This is an optimization exercise on Yosys and OpenROAD, whose aim is small area, a short achievable clock period and few clock cycles per item, not a production implementation. Where RTL was checked, it was by simulation tests only, not by an equivalence proof against the original.

// mult_controller
module mult_controller #(
    parameter integer WIDTH = 32
)
(
    input logic clk,
    input logic rst_n,
    input logic start,
    input logic signed [WIDTH - 1: 0] multiplicand,
    input logic signed [WIDTH - 1: 0] multiplier,
    output logic signed [2 * WIDTH - 1: 0] product,
    output logic done
);
Size: about 1500 cells after synthesis, about 150 flip-flops, about 130 I/O pins.
export LEC_CHECK = 0
export ABC_AREA = 1
export CAP_MARGIN = 20
export CORE_MARGIN = 2
export CORE_UTILIZATION = 40
export CTS_BUF_LIST = sky130_fd_sc_hd__clkbuf_8
export SETUP_SLACK_MARGIN = 1.3
export SLEW_MARGIN = 20
export BUFFER_PORTS_ARGS = -buffer_cell sky130_fd_sc_hd__buf_1
create_clock -name core_clock -period 4.5 [get_ports {clk}]
standard.sh (not shown) runs the stock make flow with config.mk's settings and CLKGATE_MAP_FILE= SYNTH_SCRIPT=/design/flow/synth_recipe.tcl, a recipe that flattens the netlist after the stock synthesis.
==> flow/flow/run.sh <==
#!/bin/bash
# The standard layout, except that the port buffers are plain buffers
# (sky130_fd_sc_hd__buf_1, which timing repair may resize) instead of the
# delay cells buffer_ports picks by default.
set -euo pipefail
echo 'export BUFFER_PORTS_ARGS = -buffer_cell sky130_fd_sc_hd__buf_1' >> config.mk
bash standard.sh > standard.log 2>&1
Testbench counts at the start, summed over its fixed seeds: cycles 8,008, items 1,600.
Rerun with:
--- a/flow/design.v
+++ b/flow/design.v
@@ -24,47 +24,47 @@
     wire [3:0] ng;
     wire [2:0] wp0 = wp[2:0];
     wire onep0 = wp0[0] ^ wp0[1];
     wire twop0 = (wp0[2] & ~wp0[1] & ~wp0[0]) | (~wp0[2] & wp0[1] & wp0[0]);
     wire [2:0] wr0 = wr[2:0];
     wire oner0 = wr0[0] ^ wr0[1];
     wire twor0 = (wr0[2] & ~wr0[1] & ~wr0[0]) | (~wr0[2] & wr0[1] & wr0[0]);
-    wire one0 = busy ? oner0 : onep0;
-    wire two0 = busy ? twor0 : twop0;
-    assign ng[0] = busy ? wr0[2] : wp0[2];
+    wire one0 = start ? onep0 : oner0;
+    wire two0 = start ? twop0 : twor0;
+    assign ng[0] = start ? wp0[2] : wr0[2];
     wire [32:0] x0 = ((am & {33{one0}}) | (a2 & {33{two0}})) ^ {33{ng[0]}};
     wire [2:0] wp1 = wp[4:2];
     wire onep1 = wp1[0] ^ wp1[1];
     wire twop1 = (wp1[2] & ~wp1[1] & ~wp1[0]) | (~wp1[2] & wp1[1] & wp1[0]);
     wire [2:0] wr1 = wr[4:2];
     wire oner1 = wr1[0] ^ wr1[1];
     wire twor1 = (wr1[2] & ~wr1[1] & ~wr1[0]) | (~wr1[2] & wr1[1] & wr1[0]);
-    wire one1 = busy ? oner1 : onep1;
-    wire two1 = busy ? twor1 : twop1;
-    assign ng[1] = busy ? wr1[2] : wp1[2];
+    wire one1 = start ? onep1 : oner1;
+    wire two1 = start ? twop1 : twor1;
+    assign ng[1] = start ? wp1[2] : wr1[2];
     wire [32:0] x1 = ((am & {33{one1}}) | (a2 & {33{two1}})) ^ {33{ng[1]}};
     wire [2:0] wp2 = wp[6:4];
     wire onep2 = wp2[0] ^ wp2[1];
     wire twop2 = (wp2[2] & ~wp2[1] & ~wp2[0]) | (~wp2[2] & wp2[1] & wp2[0]);
     wire [2:0] wr2 = wr[6:4];
     wire oner2 = wr2[0] ^ wr2[1];
     wire twor2 = (wr2[2] & ~wr2[1] & ~wr2[0]) | (~wr2[2] & wr2[1] & wr2[0]);
-    wire one2 = busy ? oner2 : onep2;
-    wire two2 = busy ? twor2 : twop2;
-    assign ng[2] = busy ? wr2[2] : wp2[2];
+    wire one2 = start ? onep2 : oner2;
+    wire two2 = start ? twop2 : twor2;
+    assign ng[2] = start ? wp2[2] : wr2[2];
     wire [32:0] x2 = ((am & {33{one2}}) | (a2 & {33{two2}})) ^ {33{ng[2]}};
     wire [2:0] wp3 = wp[8:6];
     wire onep3 = wp3[0] ^ wp3[1];
     wire twop3 = (wp3[2] & ~wp3[1] & ~wp3[0]) | (~wp3[2] & wp3[1] & wp3[0]);
     wire [2:0] wr3 = wr[8:6];
     wire oner3 = wr3[0] ^ wr3[1];
     wire twor3 = (wr3[2] & ~wr3[1] & ~wr3[0]) | (~wr3[2] & wr3[1] & wr3[0]);
-    wire one3 = busy ? oner3 : onep3;
-    wire two3 = busy ? twor3 : twop3;
-    assign ng[3] = busy ? wr3[2] : wp3[2];
+    wire one3 = start ? onep3 : oner3;
+    wire two3 = start ? twop3 : twor3;
+    assign ng[3] = start ? wp3[2] : wr3[2];
     wire [32:0] x3 = ((am & {33{one3}}) | (a2 & {33{two3}})) ^ {33{ng[3]}};
     wire s1 = ng[1] ^ x0[2];
     wire c2 = ng[1] & x0[2];
     wire s3 = x0[3] ^ x1[1];
     wire c4 = x0[3] & x1[1];
     wire s5 = ng[2] ^ x0[4] ^ x1[2];
     wire c6 = (ng[2] & x0[4]) | (ng[2] & x1[2]) | (x0[4] & x1[2]);
Result: Die area grows by 2.3%. Setup slack degrades by 0.027 ns. Non-clock buffer count grows by 8. Final cell count grows by 0.84%. First-iteration DRC count shrinks by 6.8%. Clock-buffer cell count shrinks by 1. Wire length grows by 7.7%. Synthesized area grows by 2.3%. Worst hold slack degrades by 0.015 ns. Clock skew shrinks by 0.0089 ns. Cell area grows by 5.6%. Global-route usage grows by 0.31 points.
Function not checked in the second run of this note: the RTL went through the layout flow alone.

==> separate check: timing with driven ports <==
Ports are ideal in the flow. The routed layouts listed here were re-timed in OpenROAD. Step 1, drivers: a clkbuf_16 drives clk and a buf_2 each remaining input, both assumed. Step 2 adds t to the input delays and takes it off the output delays; t is the mean of the earliest and latest rising clock arrival at the registers after step 1. Input paths then give back, and output paths get back, about the clock's delay inside the block. Slacks: ideal / step 1 / step 2; pairs: ideal / step 1.
run | t (ns) | setup slack, ns | worst setup path at the end | latest minus earliest clock arrival (ns)
the first run | 0.500 | 1.387 / 1.387 / 0.933 | input to register | 0.023 / 0.023
the second run | 0.519 | 1.359 / 1.366 / 0.847 | input to register | 0.018 / 0.018
After both steps setup and hold are still met in every run listed. The setup slack of the second run, which loses most, moves by +0.007 ns with the drivers and by -0.512 ns with both steps.
